This design comes from an exercise in tuning for a short achievable clock period and few clock cycles on the open sky130 flow, not from production work. Function was checked by simulation only, so behaviour that the tests miss may differ from the original. No activity file was given, so power comes from the tool's default toggle rates.

--- flow/design.v ---
module cpu(clk, reset, read_data, mem_addr, mem_cmd, out, N, V, Z, w);
    input clk, reset;
    input [15:0] read_data;
    output [8:0] mem_addr;
    output [1:0] mem_cmd;
    output [15:0] out;
    output N, V, Z, w;
    function [16:0] ks16(input [15:0] a, input [15:0] b, input ci);
        reg [15:0] p, g0, p0, g1, p1, g2, p2, g3, p3, g4;
        integer i;
        begin
            p = a ^ b;
            g0 = a & b;
            g0[0] = (a[0] & b[0]) | (p[0] & ci);
            p0 = p;
            for (i = 0; i < 16; i = i + 1) begin
                g1[i] = (i >= 1) ? g0[i] | (p0[i] & g0[i-1]) : g0[i];
                p1[i] = (i >= 1) ? p0[i] & p0[i-1] : p0[i];
            end
            for (i = 0; i < 16; i = i + 1) begin
                g2[i] = (i >= 2) ? g1[i] | (p1[i] & g1[i-2]) : g1[i];
                p2[i] = (i >= 2) ? p1[i] & p1[i-2] : p1[i];
            end
            for (i = 0; i < 16; i = i + 1) begin
                g3[i] = (i >= 4) ? g2[i] | (p2[i] & g2[i-4]) : g2[i];
                p3[i] = (i >= 4) ? p2[i] & p2[i-4] : p2[i];
            end
            for (i = 0; i < 16; i = i + 1)
                g4[i] = (i >= 8) ? g3[i] | (p3[i] & g3[i-8]) : g3[i];
            ks16 = {g4[15], p ^ {g4[14:0], ci}};
        end
    endfunction
    function [8:0] inc9(input [8:0] x);
        reg [16:0] t;
        begin
            t = ks16({7'b0, x}, 16'b0, 1'b1);
            inc9 = t[8:0];
        end
    endfunction
    function [8:0] add_sx5(input [8:0] r, input [4:0] i);
        reg [16:0] lo, up, dn;
        reg [3:0] hi;
        begin
            lo = ks16({11'b0, r[4:0]}, {11'b0, i}, 1'b0);
            up = ks16({12'b0, r[8:5]}, 16'b0, 1'b1);
            dn = ks16({12'b0, r[8:5]}, 16'h000f, 1'b0);
            case ({i[4], lo[5]})
                2'b01: hi = up[3:0];
                2'b10: hi = dn[3:0];
                default: hi = r[8:5];
            endcase
            add_sx5 = {hi, lo[4:0]};
        end
    endfunction
    function [15:0] shinv(input [15:0] x, input [1:0] s, input inv);
        reg [15:0] y;
        begin
            case (s)
                2'b00: y = x;
                2'b01: y = {x[14:0], 1'b0};
                2'b10: y = {1'b0, x[15:1]};
                default: y = {x[15], x[15:1]};
            endcase
            shinv = y ^ {16{inv}};
        end
    endfunction
    function [15:0] sel16(input [127:0] v, input [7:0] s);
        integer j;
        begin
            sel16 = 16'b0;
            for (j = 0; j < 8; j = j + 1)
                sel16 = sel16 | (v[16*j +: 16] & {16{s[j]}});
        end
    endfunction
    function [8:0] sel9(input [71:0] v, input [7:0] s);
        integer j;
        begin
            sel9 = 9'b0;
            for (j = 0; j < 8; j = j + 1)
                sel9 = sel9 | (v[9*j +: 9] & {9{s[j]}});
        end
    endfunction
    function cond_ok(input [2:0] c, input [2:0] f);
        case (c)
            3'd0: cond_ok = 1'b1;
            3'd1: cond_ok = (f == 3'b001);
            3'd2: cond_ok = ~f[0];
            3'd3: cond_ok = (f == 3'b100) | (f == 3'b010);
            3'd4: cond_ok = (f == 3'b100) | (f == 3'b010) | (f == 3'b001);
            default: cond_ok = 1'b0;
        endcase
    endfunction
    reg [127:0] rf;             
    reg [2:0]  flags;           
    reg [15:0] ir;              
    reg        irv;             
    reg        hold;            
    reg        fq;              
    reg [8:0]  pc_f;            
    reg        ld_q;            
    reg [7:0]  ld_wr;
    reg        halted;
    reg        w_q;
    reg [1:0]  cmd_q;
    reg        use_mem, use_jmp;
    reg [8:0]  mmem, mjmp;
    reg [15:0] sdata;
    reg        pA, pB, pD, pM, pT;   
    reg        y_ld, y_st, y_redir, y_halt, y_cmp, y_and, y_fast;
    reg [7:0]  y_wr, y_ldrd;
    reg        ev;
    reg [15:0] opA, opB, resA, resB;
    reg        bypA, bypB;
    reg        cin;
    reg [7:0]  e_wr;            
    reg        e_fast;          
    reg [7:0]  e_ldrd;
    reg        e_and, e_cmp, e_ld, e_st, e_redir, e_halt;
    assign mem_cmd = cmd_q;
    assign mem_addr = use_mem ? mmem : use_jmp ? mjmp : pc_f;
    assign out = sdata;
    assign {V, N, Z} = flags;
    assign w = w_q;
    wire [15:0] A = bypA ? resA : opA;
    wire [15:0] B = bypB ? resB : opB;
    wire [16:0] sumc = ks16(A, B, cin);
    wire [15:0] sum = sumc[15:0];
    wire [15:0] e_res = e_and ? (A & B) : sum;
    wire zf = &(A ^ B);
    wire s15 = sum[15];
    wire same15 = (A[15] == B[15]);
    wire v1 = same15 & ~A[15];     
    wire v0 = same15 & A[15];      
    wire [2:0] flags_n = e_cmp ? {same15 & (s15 ^ A[15]), s15, zf} : flags;
    wire [15:0] wdata = ld_q ? read_data : e_res;
    wire [7:0]  we = ld_wr | e_wr;
    reg  [127:0] rf_n;
    reg  [127:0] rf_fast;       
    reg  [127:0] shv;           
    reg  [71:0]  addr_k;        
    reg  [71:0]  base_k;
    integer k;
    wire arriving = fq & ~e_redir & ~e_halt & ~halted;
    wire [15:0] inst = read_data;
    wire [2:0] opc = inst[15:13];
    wire [1:0] op = inst[12:11];
    wire [2:0] rn = inst[10:8], rd = inst[7:5], rm = inst[2:0];
    wire [1:0] sh = inst[4:3];
    wire [4:0] im5 = inst[4:0];
    wire d_movi = (opc == 3'b110) & (op == 2'b10);
    wire d_movr = (opc == 3'b110) & (op == 2'b00);
    wire d_add  = (opc == 3'b101) & (op == 2'b00);
    wire d_cmp  = (opc == 3'b101) & (op == 2'b01);
    wire d_and  = (opc == 3'b101) & (op == 2'b10);
    wire d_mvn  = (opc == 3'b101) & (op == 2'b11);
    wire d_ldr  = (opc == 3'b011) & (op == 2'b00);
    wire d_str  = (opc == 3'b100) & (op == 2'b00);
    wire d_b    = (opc == 3'b001) & (op == 2'b00);
    wire d_bl   = (opc == 3'b010) & (op == 2'b11) & (rn == 3'b111);
    wire d_blx  = (opc == 3'b010) & (op == 2'b10) & (rn == 3'b111);
    wire d_bx   = (opc == 3'b010) & (op == 2'b00) & (rn == 3'b000);
    wire d_halt = ~(d_movi | d_movr | d_add | d_cmp | d_and | d_mvn | d_ldr | d_str |
                    d_b | d_bl | d_blx | d_bx);
    wire d_regA = d_add | d_cmp | d_and;                    
    wire d_regB = d_movr | d_add | d_cmp | d_and | d_mvn;   
    wire d_inv  = d_cmp | d_mvn;
    wire d_mem  = d_ldr | d_str;
    wire d_tgt  = d_bx | (d_blx & (rd != 3'b111));          
    wire [7:0] rd_oh = 8'b1 << rd;
    wire [7:0] rn_oh = 8'b1 << rn;
    wire [7:0] rm_oh = 8'b1 << rm;
    always @(*) begin
        for (k = 0; k < 8; k = k + 1) begin
            rf_n[16*k +: 16] = we[k] ? wdata : rf[16*k +: 16];
            rf_fast[16*k +: 16] = (e_fast & e_wr[k]) ? opB : rf[16*k +: 16];
            shv[16*k +: 16] = shinv(rf[16*k +: 16], sh, d_inv);
            base_k[9*k +: 9] = rf_fast[16*k +: 9];
            addr_k[9*k +: 9] = add_sx5(rf_fast[16*k +: 9], im5);
        end
    end
    wire [15:0] rA = sel16(rf, rn_oh);
    wire [15:0] rD = sel16(rf, rd_oh);
    wire [15:0] rMs = sel16(shv, rm_oh);
    wire [15:0] sx8 = {{8{inst[7]}}, inst[7:0]};
    wire [15:0] a_opA = d_regA ? rA : 16'b0;
    wire [15:0] a_opB = d_movi ? sx8 : (d_bl | d_blx) ? {7'b0, pc_f} : rMs;
    wire e_wr_rn = |(e_wr & rn_oh);
    wire e_wr_rm = |(e_wr & rm_oh);
    wire e_wr_rd = |(e_wr & rd_oh);
    wire a_bypA = d_regA & e_wr_rn;
    wire a_bypB = d_regB & e_wr_rm;
    wire [15:0] a_resB = shinv(e_res, sh, d_inv);
    wire [15:0] a_sdata = e_wr_rd ? e_res : rD;
    wire tk_old = cond_ok(rn, flags);
    wire tk1 = cond_ok(rn, {v1, 1'b1, zf});
    wire tk0 = cond_ok(rn, {v0, 1'b0, zf});
    wire taken = e_cmp ? (s15 ? tk1 : tk0) : tk_old;
    wire a_redir = (d_b & taken) | d_bl | d_blx | d_bx;
    wire [8:0] a_mem = sel9(addr_k, rn_oh);
    wire [16:0] br_s = ks16({7'b0, pc_f}, {7'b0, sx8[8:0]}, 1'b0);
    wire [8:0] a_jmp = (d_b | d_bl) ? br_s[8:0] : d_tgt ? sel9(base_k, rd_oh) : pc_f;
    wire a_hz = (d_mem & e_wr_rn & ~e_fast) | (d_tgt & e_wr_rd & ~e_fast);
    wire hz_n = arriving & a_hz;
    wire hold_n = arriving & (e_ld | a_hz);
    wire [7:0] pend = e_ld ? e_ldrd : e_wr;     
    wire [7:0] a_wr = d_movi ? rn_oh :
                      (d_movr | d_add | d_and | d_mvn) ? rd_oh :
                      (d_bl | d_blx) ? 8'b1000_0000 : 8'b0;
    wire c_ld    = hold ? y_ld : d_ldr;
    wire c_st    = hold ? y_st : d_str;
    wire c_redir = hold ? y_redir : a_redir;
    wire c_halt  = hold ? y_halt : d_halt;
    wire c_cmp   = hold ? y_cmp : d_cmp;
    wire c_and   = hold ? y_and : d_and;
    wire c_fast  = hold ? y_fast : (d_movi | d_bl | d_blx);
    wire [7:0] c_wr   = hold ? y_wr : a_wr;
    wire [7:0] c_ldrd = hold ? y_ldrd : rd_oh;
    wire irv_n = arriving | (irv & ~ev);
    wire ev_n = irv_n & ~e_ld & ~e_halt & ~halted & ~hz_n;
    wire [15:0] src = ld_q ? read_data : resA;
    wire y_inv = (ir[15:11] == 5'b10101) | (ir[15:11] == 5'b10111);
    wire halted_n = halted | e_halt;
    wire n_ld = ev_n & c_ld, n_st = ev_n & c_st, n_redir = ev_n & c_redir;
    wire n_halt = ev_n & c_halt;
    wire fetching = cmd_q[1] & ~e_ld;
    always @(posedge clk) begin
        rf <= rf_n;
        flags <= flags_n;
        resA <= e_res;
        resB <= a_resB;
        if (pA) opA <= src; else if (arriving) opA <= a_opA;
        if (pB) opB <= shinv(src, ir[4:3], y_inv); else if (arriving) opB <= a_opB;
        if (pD) sdata <= src; else if (arriving) sdata <= a_sdata;
        if (pM) mmem <= add_sx5(src[8:0], ir[4:0]); else if (arriving) mmem <= a_mem;
        if (pT) mjmp <= src[8:0]; else if (arriving) mjmp <= a_jmp;
        bypA <= arriving & a_bypA;
        bypB <= arriving & a_bypB;
        pA <= hold_n & d_regA & |(rn_oh & pend);
        pB <= hold_n & d_regB & |(rm_oh & pend);
        pD <= hold_n & |(rd_oh & pend);
        pM <= hold_n & d_mem & |(rn_oh & pend);
        pT <= hold_n & d_tgt & |(rd_oh & pend);
        if (arriving) begin
            ir <= read_data;
            y_ld <= d_ldr;
            y_st <= d_str;
            y_redir <= a_redir;
            y_halt <= d_halt;
            y_cmp <= d_cmp;
            y_and <= d_and;
            y_fast <= d_movi | d_bl | d_blx;
            y_wr <= a_wr;
            y_ldrd <= rd_oh;
        end
        cin <= c_cmp;
        e_and <= c_and;
        e_fast <= c_fast;
        e_ldrd <= c_ldrd;
        if (reset) begin
            irv <= 1'b0;
            hold <= 1'b0;
            fq <= 1'b0;
            pc_f <= 9'd0;
            ld_q <= 1'b0;
            ld_wr <= 8'b0;
            halted <= 1'b0;
            w_q <= 1'b0;
            cmd_q <= 2'b10;
            use_mem <= 1'b0;
            use_jmp <= 1'b0;
            ev <= 1'b0;
            e_wr <= 8'b0;
            e_cmp <= 1'b0;
            e_ld <= 1'b0;
            e_st <= 1'b0;
            e_redir <= 1'b0;
            e_halt <= 1'b0;
        end else begin
            irv <= irv_n;
            hold <= hold_n;
            fq <= fetching & ~hz_n;
            pc_f <= (fetching & ~hz_n) ? inc9(mem_addr) : pc_f;
            ld_q <= e_ld;
            ld_wr <= e_ld ? e_ldrd : 8'b0;
            halted <= halted_n;
            w_q <= halted_n | n_halt;
            ev <= ev_n;
            e_wr <= ev_n ? c_wr : 8'b0;
            e_cmp <= ev_n & c_cmp;
            e_ld <= n_ld;
            e_st <= n_st;
            e_redir <= n_redir;
            e_halt <= n_halt;
            if (halted_n | n_halt) begin
                cmd_q <= 2'b00;
                use_mem <= 1'b0;
                use_jmp <= 1'b0;
            end else begin
                cmd_q <= n_st ? 2'b01 : 2'b10;
                use_mem <= n_ld | n_st;
                use_jmp <= n_redir;
            end
        end
    end
endmodule
--- flow/run.sh ---
#!/bin/bash
# synth_recipe.tcl (not shown) runs the flow's synth.tcl, then flattens the netlist and writes it again
# the make line also repeats each setting of config.mk as NAME=value (left out here)
make -C /OpenROAD-flow-scripts/flow DESIGN_CONFIG=/design/flow/config.mk WORK_HOME=/design/flow/orfs CLKGATE_MAP_FILE= SYNTH_SCRIPT=/design/flow/synth_recipe.tcl finish
--- flow/constraint.sdc ---
create_clock -name core_clock -period 7.0 [get_ports {clk}]
set_input_delay 1.4000 -clock core_clock [delete_from_list [all_inputs] [get_ports {clk}]]
set_output_delay 1.4000 -clock core_clock [all_outputs]
set_load 0.01 [all_outputs]
--- flow/config.mk ---
export PLATFORM = sky130hd
export DESIGN_NAME = cpu
export DESIGN_NICKNAME = cpu
export VERILOG_FILES = /design/flow/design.v
export SDC_FILE = /design/flow/constraint.sdc
export NUM_CORES = 4
export LEC_CHECK = 0
export ABC_CLOCK_PERIOD_IN_PS = 3000
export CAP_MARGIN = 20
export CORE_MARGIN = 2
export CORE_UTILIZATION = 40
export SETUP_SLACK_MARGIN = 4.0
export SLEW_MARGIN = 20
export TNS_END_PERCENT = 100
==> run notes <==
## layout make-up
type	instances	share of cell area, %
Clock inverter	14	0.3812
Tap cell	837	3.128
Inverter	96	1.282
Timing Repair Buffer	387	12.63
Clock buffer	58	3.565
Timing Repair inverter	3	0.07848
Sequential cell	319	26.06
Antenna cell	5	0.03737
Multi-Input combinational cell	2060	52.83
## sequential cells by signal, indices dropped and copies added, names as in the netlist, 3 cells and up
register and count:
rf 128, opA 16, opB 16, resA 16
resB 16, sdata 16, ir 9, mjmp 9
mmem 9, pc_f 9, e_ldrd 8, e_wr 8
ld_wr 8, y_ldrd 8, y_wr 8, flags 3
## cell families after synthesis
group           after synthesis  synth area share [%]
compound gates              796                 21.05
simple gates                640                 12.44
mux                         403                 17.12
flops                       319                 34.78
buf+inv                     300                 4.784
fa+ha+maj                   121                 6.428
xor+xnor                     97                 3.405
## routing by layer
layer,vias up,part of all wire (%)
li1,10640,-
met1,12640,37
met2,2198,41
met3,673,14
met4,4,7.7
met5,-,0.018
## layout by cell type (no fill, tap or decap), types with 42 or more instances in the layout
master / n
sky130_fd_sc_hd__edfxtp_1: 229
sky130_fd_sc_hd__buf_4: 219
sky130_fd_sc_hd__mux2i_1: 216
sky130_fd_sc_hd__nand2_1: 185
sky130_fd_sc_hd__a22oi_1: 160
sky130_fd_sc_hd__mux2_2: 133
sky130_fd_sc_hd__nor2_1: 114
sky130_fd_sc_hd__o21ai_0: 114
sky130_fd_sc_hd__a21oi_1: 95
sky130_fd_sc_hd__inv_1: 73
sky130_fd_sc_hd__dfxtp_1: 72
sky130_fd_sc_hd__nand4_1: 69
sky130_fd_sc_hd__ha_1: 63
sky130_fd_sc_hd__buf_6: 62
sky130_fd_sc_hd__xnor2_1: 52
sky130_fd_sc_hd__clkbuf_16: 50
sky130_fd_sc_hd__nand3_1: 48
sky130_fd_sc_hd__o21ai_1: 44
sky130_fd_sc_hd__o22ai_1: 44
sky130_fd_sc_hd__ha_4: 42
## per-stage QoR
| stage | total power (W) | hold WS [ns] | setup WS, ns | instance area (um2) |
|---|---|---|---|---|
| 2_1_floorplan | 0.004144 | 0.4178 | 3.372 | 25740 |
| 3_3_place_gp | 0.004966 | 0.4273 | 1.638 | 26580 |
| 3_5_place_dp | 0.005002 | 0.4320 | 1.667 | 26580 |
| 4_1_cts | 0.007534 | 0.4435 | 3.471 | 31130 |
| 5_1_grt | 0.008332 | 0.4572 | 3.314 | 33470 |
| 6_report | 0.008109 | 0.4439 | 3.395 | 33480 |
## worst paths after layout
kind | endpoint | slack [ns] | cells past startpoint
setup reg to reg | mmem[8]$_DFFE_PP_ | 3.40 | 16
hold / removal | ld_wr[7]$_SDFF_PP0_ | 0.44 | 2
setup / recovery | mmem[8]$_DFFE_PP_ | 3.40 | 16
hold reg to reg | ld_wr[7]$_SDFF_PP0_ | 0.44 | 2
## where the power goes
group	internal, W	switching, W
sequential	0.00244	0.000134
combinational	0.00140	0.00203
clock	0.00123	0.000877
## worst register-to-register path: cells and delay by family, from the launching register on
kind,cells,cell delay (ns)
muxes,1,0.37
and+or+nand+nor,7,1.18
adders and majority gates,2,0.53
AOI/OAI and AO/OA,5,0.73
buffers and inverters,1,0.19
DFF,1,0.36
## timing repair
action,in CTS,in global routing
buffers inserted,162,106
cloned,17,8
resized for setup,462,302
hold buffers,0,0
endpoints found under the setup margin,286,218
pin swaps,106,179
==> results.cfg <==
[routing]
antenna_violating_nets_post_route = 0
drt-initial-drc-count = 4137
detailedRoute.firstPassIterationCount = 10
remaining_drc_errors = 0
route.vias.total = 26160
detail_route.vias_per_cell = 6.922
totalWireLength_mm = 126.5
wl_per_cell_um = 33.48

[die]
initial_utilization_pct = 40.43
floorplan.rows = 91
die_w_um = 253.8
standard_cell_core_area_um2 = 61710
die-area_um2 = 64400
io_pins = 49
dieHeight_um = 253.8

[sta]
layout_worst_path_cycle_share_pct = 51.50
final_hold_viol_count = 0
max-slew-margin-rel_pct = 18.43
transition_time_at_the_pin_with_the_least_slew_margin_ns = 1.222
final_setup_violations = 0
grt_setup_unrepaired = true
fin_setup_tns_ns = 0
slew_violations = 0
max_freq_mhz = 277.4
fin_crit_ns = 3.605
clock_skews_ns = 0.02889

[final_layout]
final_layout_net_count = 3045
layout_cells_sized_above_1_pct = 33.91
multi_input_area_um2 = 17690
layout-area-overhead-vs-synth_pct = 34.18
postLayoutCoreUtil_pct = 54.25
final-instance-count-excl-fill = 3779
storage_element_area_um2 = 8726
final.fill_count = 5310

[clock_network]
cts-htree-levels = 2
numCtsBuffers = 39
clk_path_buf_depth = 3
clkLatencyLatePin_ns = 0.59
root_driver = sky130_fd_sc_hd__clkbuf_16
clkSlewWorstSetupHoldPaths_ns = 0.06
tritoncts_clock_tree = built
clock_sinks = 319

[yosys]
synth.net_count = 2815
synth_edf_count = 229
unique_masters_post_synth = 82
ys_warn_count = 1
synthTopCellsByArea = sky130_fd_sc_hd__edfxtp_1, sky130_fd_sc_hd__mux2i_1, sky130_fd_sc_hd__dfxtp_1
asyncSetResetFlopFracSynth_pct = 0
most_used_standard_cell_by_instance_count_after_synthesis = sky130_fd_sc_hd__mux2i_1
syn_avg_cell_area_um2 = 9.325
syn-cell-area_um2 = 24950
dominantRegCellSynth = sky130_fd_sc_hd__edfxtp_1
synth_seq_area_share_pct = 34.78
synthesis.instances = 2676
netlist_top_cells_count = sky130_fd_sc_hd__mux2i_1, sky130_fd_sc_hd__edfxtp_1, sky130_fd_sc_hd__nand2_1
synth-seq-cells = 319
netlist.area_leader.share_pct = 27.56
synth_top_cell_by_area = sky130_fd_sc_hd__edfxtp_1

[global_routing]
via_count_of_the_first_global_routing_pass = 23930
global_route_wire_length_before_repair_mm = 172.5
antenna_found_initial = 7
grt_util_met2_pct = 54.05
use_met1_pct = 47.08
grt.busiest_layer = met2
grt_util_all_layers_pct = 37.14
grt-ovfl-total = 0
grt_max_degree = 62
gr-usage-met3_pct = 14.05

[worst_setup_path]
cp_slowest_stage_delay_ns = 0.37
critical_path.top_delay_family = simple AND/OR/NAND/NOR gates
crit-reg2reg-launch = e_fast$_DFF_P_
worstPathRequired_ns = 7.32
crit_path_cell_trace = buf_12 -> nand2_8 -> mux2_4 -> ha_4 -> a21o_1 -> a21oi_4 -> nor2b_1 -> o21ai_1 -> nand2b_2 -> ha_4 -> nand2_2 -> o22ai_1 -> nor4_2 -> nand4_1 -> nor4_2 -> a21oi_1
critPathMaxFanout = 6
path_buf_inv = 1
worstPathArrival_ns = 3.93
crit_path_top_delay_cell = sky130_fd_sc_hd__mux2_4
setup.worst_path.start = e_fast$_DFF_P_
critical_path_class = flop to flop
critPathLaunchType = flop
cp-end-kind = flop

[placed_design]
detailed_place_hpwl_mm = 80.23
placed_cells = 3409
gp_routability_congestion = 0.9888
numPortBuffers = 48

[power]
vdd_drop_max_v = 0.0001768
powerDensity_nw_per_um2 = 242.2
cellLeakagePower_nw = 12.67

[run]
max-cap-violations = 0

[min_path]
worstHoldPathType = flop to flop
worstHoldStart = e_ldrd[7]$_DFF_P_

[run_status]
outcome = timing/DRC/antenna clean
Testbench counts, summed over its fixed seeds: cycles 21,589.

## static timing again, ports no longer ideal
In the flow no input, the clock included, has a driving cell. The finished layout below was timed again as built, in two steps. Step 1 (the two cells are an assumption about what drives the block):
set clk [get_ports {clk}]
set_driving_cell -lib_cell sky130_fd_sc_hd__clkbuf_16 $clk
set_driving_cell -lib_cell sky130_fd_sc_hd__buf_2 [delete_from_list [all_inputs] $clk]
Step 2 moves the port delays by t, midway between the first and last clock arrival at a register: inputs arrive t later, outputs are due t later. That takes back most of the time a late clock gives input paths. Three values: ideal ports, drivers, drivers and shift; two values: the first two.
t, ns: 0.639
slack for setup (ns): 3.395 / 3.246 / 2.607
worst setup path at the end: input to register
worst data-port slew with drivers (ns): 0.45
After both steps this run still meets setup and hold. For this run, drivers alone change the setup slack by -0.149 ns; drivers and shift together by -0.788 ns.
